What follows belongs to an exercise in optimizing a design on an open flow for small area; a production flow would make more cautious choices.
The RTL was checked by simulation tests, not by an equivalence proof against the original design.

==> trial 40 <==
// int_alu_top
module int_alu_top (
    input  logic        clk          ,
    input  logic        rst_n        ,
    input  logic        in_valid     ,
    input  logic [ 4:0] in_microop   ,
    input  logic [31:0] in_data1     ,
    input  logic [31:0] in_data2     ,
    input  logic [ 5:0] in_dest      ,
    input  logic [ 2:0] in_ticket    ,
    output logic        out_valid    ,
    output logic [ 5:0] out_dest     ,
    output logic [ 2:0] out_ticket   ,
    output logic [31:0] out_data     ,
    output logic        out_exception,
    output logic [ 3:0] out_cause    ,
    output logic        busy
);
Settings: LEC_CHECK=0, ABC_AREA=1, CAP_MARGIN=20, CORE_MARGIN=2, CORE_UTILIZATION=55, PLACE_DENSITY=0.75, SLEW_MARGIN=20; clock period 10.0 ns.
standard.sh (not shown) runs the stock make flow with config.mk's settings and CLKGATE_MAP_FILE= SYNTH_SCRIPT=/design/flow/synth_recipe.tcl, a recipe that flattens the netlist after the stock synthesis.
==> flow/flow/run.sh <==
#!/bin/bash
# The standard layout (standard synthesis, run unchanged), except:
# - the port buffers, which the standard flow inserts on every input and
#   output, use the smallest buffer cell, sky130_fd_sc_hd__buf_1, instead of
#   the one buffer_ports picks by default;
# - clock tree synthesis uses clkbuf_8 buffers and no dummy load cells.
# Each step's log is kept here; ORFS also keeps every tool's own log under
# orfs/logs/.
set -euo pipefail
bash standard.sh synth > synth.log 2>&1
bash standard.sh \
  BUFFER_PORTS_ARGS="-buffer_cell sky130_fd_sc_hd__buf_1" \
  CTS_ARGS="-sink_clustering_enable -repair_clock_nets -dont_use_dummy_load -buf_list sky130_fd_sc_hd__clkbuf_8" \
  finish > layout.log 2>&1
==> build 8: changes against trial 40 <==
==> flow/flow/run.sh (replaced) <==
#!/bin/bash
# The standard layout, except that the port buffers (which the standard
# flow inserts on every input and output) use the smallest buffer cell,
# sky130_fd_sc_hd__buf_1, instead of the one buffer_ports picks by default.
# Synthesis is the standard one, run unchanged. Each step's log is kept here;
# ORFS also keeps every tool's own log under orfs/logs/.
set -euo pipefail
bash standard.sh synth > synth.log 2>&1
bash standard.sh BUFFER_PORTS_ARGS="-buffer_cell sky130_fd_sc_hd__buf_1" finish > layout.log 2>&1
==> comparison table <==
                                                                      build 8                 trial 40
Layout buffering overhead excluding clock cells                       0.05124                  0.05167
Layout cells sized above 1                                            0.07694                  0.07415
Count of clock-net buffers in the final layout                             19                       17
Clock distribution area overhead in the final layout                  0.01399                 0.005724
Antenna violations before repair                                            7                       11
Number of global-route vias before repair                              36.21k                   36.09k
Met2 wire length                                                     64.34 mm                 63.70 mm
Synth-to-layout area growth                                            6.433%                   5.554%
Biggest cell delay along the critical path                             680 ps                   690 ps
Detail-routed via count per cell                                        6.609                    6.624
Global-route met2 utilization                                          0.6167                   0.6099
Ant diodes                                                                  2                        3
Data arrival time at the worst-slack endpoint                         9800 ps                  9780 ps
Clock Skew                                                           30.35 ps                 37.44 ps
Run status                                            complete, no violations  complete, no violations
Met1 routed wirelength after detailed routing                        54.61 mm                 53.96 mm
Data required, critical path                                         10200 ps                 10250 ps
Share of the core filled with cells                                    0.5896                   0.5847
DR WL/cell                                                           27.33 um                 27.36 um

==> run a: inputs <==
int_alu_top, a different RTL version from the one above (not shown whole).
clock: 10.0 ns
lec_check: 0
abc_area: 1
cap_margin: 20
core_margin: 2
core_utilization: 65
place_density: 0.8
slew_margin: 20
==> flow/flow/run.sh <==
#!/bin/bash
# The standard layout (standard synthesis, run unchanged), except:
# - the port buffers, which the standard flow inserts on every input and
#   output, use the smallest buffer cell, sky130_fd_sc_hd__buf_1, instead of
#   the one buffer_ports picks by default;
# - clock tree synthesis adds no dummy load cells.
# Each step's log is kept here; ORFS also keeps every tool's own log under
# orfs/logs/.
set -euo pipefail
bash standard.sh synth > synth.log 2>&1
bash standard.sh \
  BUFFER_PORTS_ARGS="-buffer_cell sky130_fd_sc_hd__buf_1" \
  CTS_ARGS="-sink_clustering_enable -repair_clock_nets -dont_use_dummy_load" \
  finish > layout.log 2>&1
==> inputs of run b, as changes to run a <==
--- a/flow/design.v
+++ b/flow/design.v
@@ -116,28 +116,23 @@
     input  logic        rst_n ,
     input  logic        start ,
     input  logic [ 4:0] op    ,
     input  logic [31:0] a     ,
     input  logic [31:0] b     ,
     input  logic [31:0] dx_q  ,    
-    input  logic [27:0] rhi_q ,    
-    output logic [27:0] rhi_d ,    
     output logic        act   ,
     output logic [31:0] dx_new,    
     output logic        done  ,
     output logic        busy  ,
     input  logic [31:0] amag  ,    
     output logic        an    ,    
     output logic [31:0] rsel  ,    
     output logic        neg_q      
 );
     logic [ 3:0] cnt;
     logic [31:0] rem_q, quo_q;
-    logic [ 3:0] rlo_q;
-    assign rem_q = {rhi_q & {28{cnt != 4'd15}}, rlo_q};
-    assign rhi_d = r2s[31:4];
     logic        cin_q, sel_rem;
     assign done   = act & (cnt == 4'd0);
     assign dx_new = bn ? b : ~b;
     assign busy = act & (cnt != 4'd0);
     logic        sgn, bn;
     assign sgn     = ~op[0];
@@ -190,16 +185,16 @@
             act <= (cnt != 4'd0);
             cnt <= cnt - 4'd1;
         end
     end
     always_ff @(posedge clk) begin
         if (act) begin
-            rlo_q   <= r2s[3:0];
+            rem_q   <= r2s;
             quo_q   <= q2s;
         end else begin
-            rlo_q   <= {2'd0, r2};
+            rem_q   <= {30'd0, r2};
             quo_q   <= {amag[29:0], q1, q0};
             cin_q   <= ~bn;
             sel_rem <= op[3];
             neg_q   <= op[3] ? an : (an ^ bn);
         end
     end
@@ -4467,13 +4462,12 @@
             5'd11:   comb = in_data1 | in_data2;
             5'd12:   comb = in_data1 ^ in_data2;
             default: comb = 32'd0;
         endcase
     end
     logic        d_act;
-    logic [27:0] d_rhi;
     logic [31:0] dx_new;
     logic [31:0] mres;
     mul_unit mul_unit (
         .op  (op      ),
         .a   (in_data1),
         .b   (in_data2),
@@ -4487,13 +4481,13 @@
         mv2 <= mv1;
         mv3 <= mv2;
         if (!d_act) begin
             ms1 <= is_mul ? mres : dx_new;
             mt1 <= {in_dest, in_ticket};
         end
-        ms2 <= d_act ? {4'd0, d_rhi} : ms1;
+        ms2 <= ms1;
         ms3 <= ms2;
         mt2 <= mt1;
         mt3 <= mt2;
     end
     logic        d_done, d_busy;
     div_unit div_unit (
@@ -4501,14 +4495,12 @@
         .rst_n  (rst_n    ),
         .start  (div_start),
         .op     (op       ),
         .a      (in_data1 ),
         .b      (in_data2 ),
         .dx_q   (ms1      ),
-        .rhi_q  (ms2[27:0]),
-        .rhi_d  (d_rhi    ),
         .act    (d_act    ),
         .dx_new (dx_new   ),
         .done   (d_done   ),
         .busy   (d_busy   ),
         .amag   (addsub   ),
         .an     (d_an     ),
==> flow/flow/run.sh (replaced) <==
#!/bin/bash
# The standard layout (standard synthesis, run unchanged), except:
# - the port buffers, which the standard flow inserts on every input and
#   output, use the smallest buffer cell, sky130_fd_sc_hd__buf_1, instead of
#   the one buffer_ports picks by default;
# - clock tree synthesis uses clkbuf_8 buffers and no dummy load cells.
# Each step's log is kept here; ORFS also keeps every tool's own log under
# orfs/logs/.
set -euo pipefail
bash standard.sh synth > synth.log 2>&1
bash standard.sh \
  BUFFER_PORTS_ARGS="-buffer_cell sky130_fd_sc_hd__buf_1" \
  CTS_ARGS="-sink_clustering_enable -repair_clock_nets -dont_use_dummy_load -buf_list sky130_fd_sc_hd__clkbuf_8" \
  finish > layout.log 2>&1
==> metrics.md <==
| Metric | Value |
|---|---|
| Register share of the cell area | `0.1086` |
| Final instance count without filler cells | `between 5000 and 6000` |
| CP most frequent cell | `nand2_1` |
| Met1 Use GR | `0.6243` |
| Fmax | `102.5 MHz` |
| Inverter count | `around 570` |
| Fin Clk Skew | `45.18 ps` |
| Max FO, Critical Path | `21` |
| Final period utilization | `0.9752` |
| Reg2Reg Setup Slack | `1750 ps` |
| Placer Congestion | `1.067` |
| Run status | `timing/DRC/antenna clean` |
| Signal buf overhead | `0.05523` |
| Initial Util | `0.6574` |
-- figures above: run b

==> metrics.md <==
| Metric | Value |
|---|---|
| Worst path bufs/invs | `5` |
| Placer Congestion | `1.061` |
| Run status | `timing/DRC/antenna clean` |
| Initial Util | `0.6535` |
| Inverter count | `579` |
| Clock-cell share of area | `0.01042` |
| CP most frequent cell | `a21oi_1` |
| Met1 Use GR | `0.6760` |
| EDFF count, synth | `44` |
| Reg2Reg Setup Slack | `830 ps` |
| Fmax | `roughly 100 MHz` |
| Final period utilization | `0.9655` |
| Register share of the cell area | `0.09487` |
| Max FO, Critical Path | `12` |
| Signal buf overhead | `0.05940` |
-- figures above: run a


==> inputs of run F <==
int_alu_top, a different RTL version from the one above (not shown whole).
Design int_alu_top, start of the top module:
module int_alu_top (
    input  logic        clk          ,
    input  logic        rst_n        ,
    input  logic        in_valid     ,
    input  logic [ 4:0] in_microop   ,
    input  logic [31:0] in_data1     ,
    input  logic [31:0] in_data2     ,
    input  logic [ 5:0] in_dest      ,
    input  logic [ 2:0] in_ticket    ,
    output logic        out_valid    ,
    output logic [ 5:0] out_dest     ,
    output logic [ 2:0] out_ticket   ,
    output logic [31:0] out_data     ,
    output logic        out_exception,
    output logic [ 3:0] out_cause    ,
    output logic        busy
);
    logic [4:0] op;
    assign op = in_microop;
    logic is_mul, is_div, d2zero, ovf, div_triv, div_start, mul_start;
    assign is_mul    = (op == 5'd2) | (op == 5'd3) | (op == 5'd4) | (op == 5'd5);
    assign is_div    = (op == 5'd6) | (op == 5'd7) | (op == 5'd8) | (op == 5'd9);
    assign d2zero    = (in_data2 == 32'd0);
    assign ovf       = (in_data1 == 32'h8000_0000) & (in_data2 == 32'hffff_ffff) & ~op[0];
    assign div_triv  = d2zero | ovf;
    assign div_start = in_valid & is_div & ~div_triv;
    assign mul_start = in_valid & is_mul;
    logic [31:0] comb;
    always_comb begin
        case (op)
            5'd0:    comb = in_data1 + in_data2;
            5'd1:    comb = in_data1 - in_data2;
  ...
==> module div_unit, before the edit <==
module div_unit (
    input  logic        clk   ,
    input  logic        rst_n ,
    input  logic        start ,
    input  logic [ 4:0] op    ,
    input  logic [31:0] a     ,
    input  logic [31:0] b     ,
    input  logic [ 8:0] tag_in,
    output logic        done  ,
    output logic        busy  ,
    output logic [31:0] res   ,
    output logic [ 8:0] tag
);
    logic [ 3:0] cnt;
    logic        act;
    logic [31:0] rem_q, quo_q, dvs_q;
    logic        neg_q, sel_rem;
    logic        sgn;
    logic [31:0] r1, q1, r2, q2;
    logic [32:0] d1, d2;
    assign sgn  = ~op[0];
    assign done = act & (cnt == 4'd0);
    assign busy = act & (cnt != 4'd0);
    always_comb begin
        d1 = {rem_q, quo_q[31]} - {1'b0, dvs_q};
        r1 = d1[32] ? {rem_q[30:0], quo_q[31]} : d1[31:0];
        q1 = {quo_q[30:0], ~d1[32]};
        d2 = {r1, q1[31]} - {1'b0, dvs_q};
        r2 = d2[32] ? {r1[30:0], q1[31]} : d2[31:0];
        q2 = {q1[30:0], ~d2[32]};
    end
    logic [31:0] sel;
    assign sel = sel_rem ? r2 : q2;
    assign res = neg_q ? -sel : sel;
    always_ff @(posedge clk or negedge rst_n) begin
        if (!rst_n) begin
            act <= 1'b0;
            cnt <= 4'd0;
        end else if (start) begin
            act <= 1'b1;
            cnt <= 4'd15;
        end else if (act) begin
            act <= (cnt != 4'd0);
            cnt <= cnt - 4'd1;
        end
    end
    always_ff @(posedge clk) begin
        if (start) begin
            rem_q   <= 32'd0;
            quo_q   <= (sgn & a[31]) ? -a : a;
            dvs_q   <= (sgn & b[31]) ? -b : b;
            sel_rem <= op[3];
            neg_q   <= op[3] ? (sgn & a[31]) : (sgn & (a[31] ^ b[31]));
            tag     <= tag_in;
        end else begin
            rem_q   <= r2;
            quo_q   <= q2;
        end
    end
endmodule
==> flow/config.mk <==
export PLATFORM = sky130hd
export DESIGN_NAME = int_alu_top
export DESIGN_NICKNAME = int_alu_top
export VERILOG_FILES = /design/flow/design.v
export SDC_FILE = /design/flow/constraint.sdc
export NUM_CORES = 4
export LEC_CHECK = 0
export CAP_MARGIN = 20
export CORE_MARGIN = 2
export CORE_UTILIZATION = 40
export SLEW_MARGIN = 20
==> flow/constraint.sdc <==
create_clock -name core_clock -period 10.0 [get_ports {clk}]
set_input_delay 2.0000 -clock core_clock [delete_from_list [all_inputs] [get_ports {clk}]]
set_output_delay 2.0000 -clock core_clock [all_outputs]
set_load 0.01 [all_outputs]
run.sh (not shown) runs the stock make flow with config.mk's settings and CLKGATE_MAP_FILE= SYNTH_SCRIPT=/design/flow/synth_recipe.tcl, a recipe that flattens the netlist after the stock synthesis.
Stock flow here: none of the scripts above is used.
==> run C: changes against run F <==
--- a/flow/design.v
+++ b/flow/design.v
@@ -127,23 +127,39 @@
     logic [ 3:0] cnt;
     logic        act;
-    logic [31:0] rem_q, quo_q, dvs_q;
-    logic        neg_q, sel_rem;
-    logic        sgn;
-    logic [31:0] r1, q1, r2, q2;
-    logic [32:0] d1, d2;
-    assign sgn  = ~op[0];
+    logic [31:0] rem_q, quo_q, dx_q;
+    logic        cin_q, neg_q, sel_rem;
     assign done = act & (cnt == 4'd0);
     assign busy = act & (cnt != 4'd0);
+    logic        sgn, an, bn;
+    logic [31:0] neg_in, neg_out, amag;
+    assign sgn     = ~op[0];
+    assign an      = sgn & a[31];
+    assign bn      = sgn & b[31];
+    assign neg_in  = done ? (sel_rem ? rem_q : quo_q) : a;
+    assign neg_out = (done ? neg_q : an) ? (32'd0 - neg_in) : neg_in;
+    assign amag    = neg_out;
+    assign res     = neg_out;
+    logic       dsmall;
+    logic [1:0] dlow, r1, r2;
+    logic       q1, q0;
+    assign dsmall = bn ? ((&b[31:2]) & (b[1:0] != 2'd0)) : (b[31:2] == 30'd0);
+    assign dlow  = bn ? (2'd0 - b[1:0]) : b[1:0];
     always_comb begin
-        d1 = {rem_q, quo_q[31]} - {1'b0, dvs_q};
-        r1 = d1[32] ? {rem_q[30:0], quo_q[31]} : d1[31:0];
-        q1 = {quo_q[30:0], ~d1[32]};
-        d2 = {r1, q1[31]} - {1'b0, dvs_q};
-        r2 = d2[32] ? {r1[30:0], q1[31]} : d2[31:0];
-        q2 = {q1[30:0], ~d2[32]};
+        q1 = amag[31] & dsmall & (dlow == 2'd1);
+        r1 = {1'b0, amag[31] & ~q1};
+        r2 = {r1[0], amag[30]};
+        q0 = dsmall & (dlow <= r2);
+        if (q0) r2 = r2 - dlow;
+    end
+    logic [33:0] d1, d2;
+    logic [31:0] r1s, q1s, r2s, q2s;
+    always_comb begin
+        d1  = {rem_q, quo_q[31], 1'b1} + {1'b1, dx_q, cin_q};
+        r1s = d1[33] ? {rem_q[30:0], quo_q[31]} : d1[32:1];
+        q1s = {quo_q[30:0], ~d1[33]};
+        d2  = {r1s, q1s[31], 1'b1} + {1'b1, dx_q, cin_q};
+        r2s = d2[33] ? {r1s[30:0], q1s[31]} : d2[32:1];
+        q2s = {q1s[30:0], ~d2[33]};
     end
-    logic [31:0] sel;
-    assign sel = sel_rem ? r2 : q2;
-    assign res = neg_q ? -sel : sel;
     always_ff @(posedge clk or negedge rst_n) begin
         if (!rst_n) begin
@@ -159,14 +175,15 @@
     end
     always_ff @(posedge clk) begin
-        if (start) begin
-            rem_q   <= 32'd0;
-            quo_q   <= (sgn & a[31]) ? -a : a;
-            dvs_q   <= (sgn & b[31]) ? -b : b;
+        if (act) begin
+            rem_q   <= r2s;
+            quo_q   <= q2s;
+        end else begin
+            rem_q   <= {30'd0, r2};
+            quo_q   <= {amag[29:0], q1, q0};
+            dx_q    <= bn ? b : ~b;
+            cin_q   <= ~bn;
             sel_rem <= op[3];
-            neg_q   <= op[3] ? (sgn & a[31]) : (sgn & (a[31] ^ b[31]));
+            neg_q   <= op[3] ? an : (an ^ bn);
             tag     <= tag_in;
-        end else begin
-            rem_q   <= r2;
-            quo_q   <= q2;
         end
     end
--- a/flow/config.mk
+++ b/flow/config.mk
@@ -6,4 +6,5 @@
 export NUM_CORES = 4
 export LEC_CHECK = 0
+export ABC_AREA = 1
 export CAP_MARGIN = 20
 export CORE_MARGIN = 2
==> out/qor.txt <==
Run status = finished with violations
Layout check faults = negative setup slack
#FFs+latches synth = 238
ANT cells = 2
Num sequential = 238
Setup violations, final = 1
Final setup margin = -59.8 ps
DRT iter0 DRCs = 5010
Pin count of the biggest net entering global routing = 74
Final core occ = 49.1%
FF-to-FF setup slack = 3800 ps
First-pass GRT wire length = 286 mm
WP data arrival = 8060 ps
Total track usage = 35.6%
Tap cells = 1391
Post-synthesis compound-gate area fraction = 22.6%
-- figures above: run F

==> out/qor.txt <==
Post-synthesis compound-gate area fraction = 17.3%
FF-to-FF setup slack = 3560 ps
Most frequent cells in the layout = nand2_1 (1227), inv_1 (699), xor2_1 (653)
ANT cells = 3
Total track usage = 36.7%
First-pass GRT wire length = 306 mm
Post-route insts no fill = 7611
Run status = complete, no violations
DRT iter0 DRCs = 4994
Setup violations, final = 0
#FFs+latches synth = 239
WP data arrival = 7760 ps
Tap cells = 1488
-- figures above: run C

==> what the ideal ports hide <==
In the flow no input, the clock included, has a driving cell. The finished layouts below were timed again as built, in two steps.
Step 1 (the two cells are an assumption about what drives the block):
set clk [get_ports {clk}]
set_driving_cell -lib_cell sky130_fd_sc_hd__clkbuf_16 $clk
set_driving_cell -lib_cell sky130_fd_sc_hd__buf_2 [delete_from_list [all_inputs] $clk]
Step 2 times the ports against the registers' clock, not the clock port: input delays grow and output delays shrink by t, the midpoint of the rising clock arrivals with the driver on.
Slacks: no drivers / after step 1 / after step 2; pairs: no drivers / after step 1.
| run | t, ns | setup slack, ns | worst hold slack (ns) | cell pins on the clock port's net |
|---|---|---|---|---|
| trial 40 | 0.584 | 0.475 / 0.457 / -0.087 | 0.305 / 0.305 / 0.305 | 1 |
| build 8 | 0.534 | 0.395 / 0.422 / -0.112 | 0.321 / 0.321 / 0.321 | 1 |
| run a | 0.502 | 0.345 / 0.306 / -0.170 | 0.304 / 0.304 / 0.304 | 1 |
| run b | 0.577 | 0.248 / 0.224 / -0.053 | 0.304 / 0.304 / 0.304 | 1 |
| run F | 0.643 | -0.060 / -0.126 / -0.278 | 0.322 / 0.322 / 0.322 | 1 |
| run C | 0.659 | 0.236 / 0.083 / -0.130 | 0.323 / 0.323 / 0.323 | 1 |
Met with ideal ports but missed after step 2: setup timing in 5 of these runs. For trial 40, which loses most, drivers alone change the setup slack by -0.018 ns; drivers and shift together by -0.562 ns.
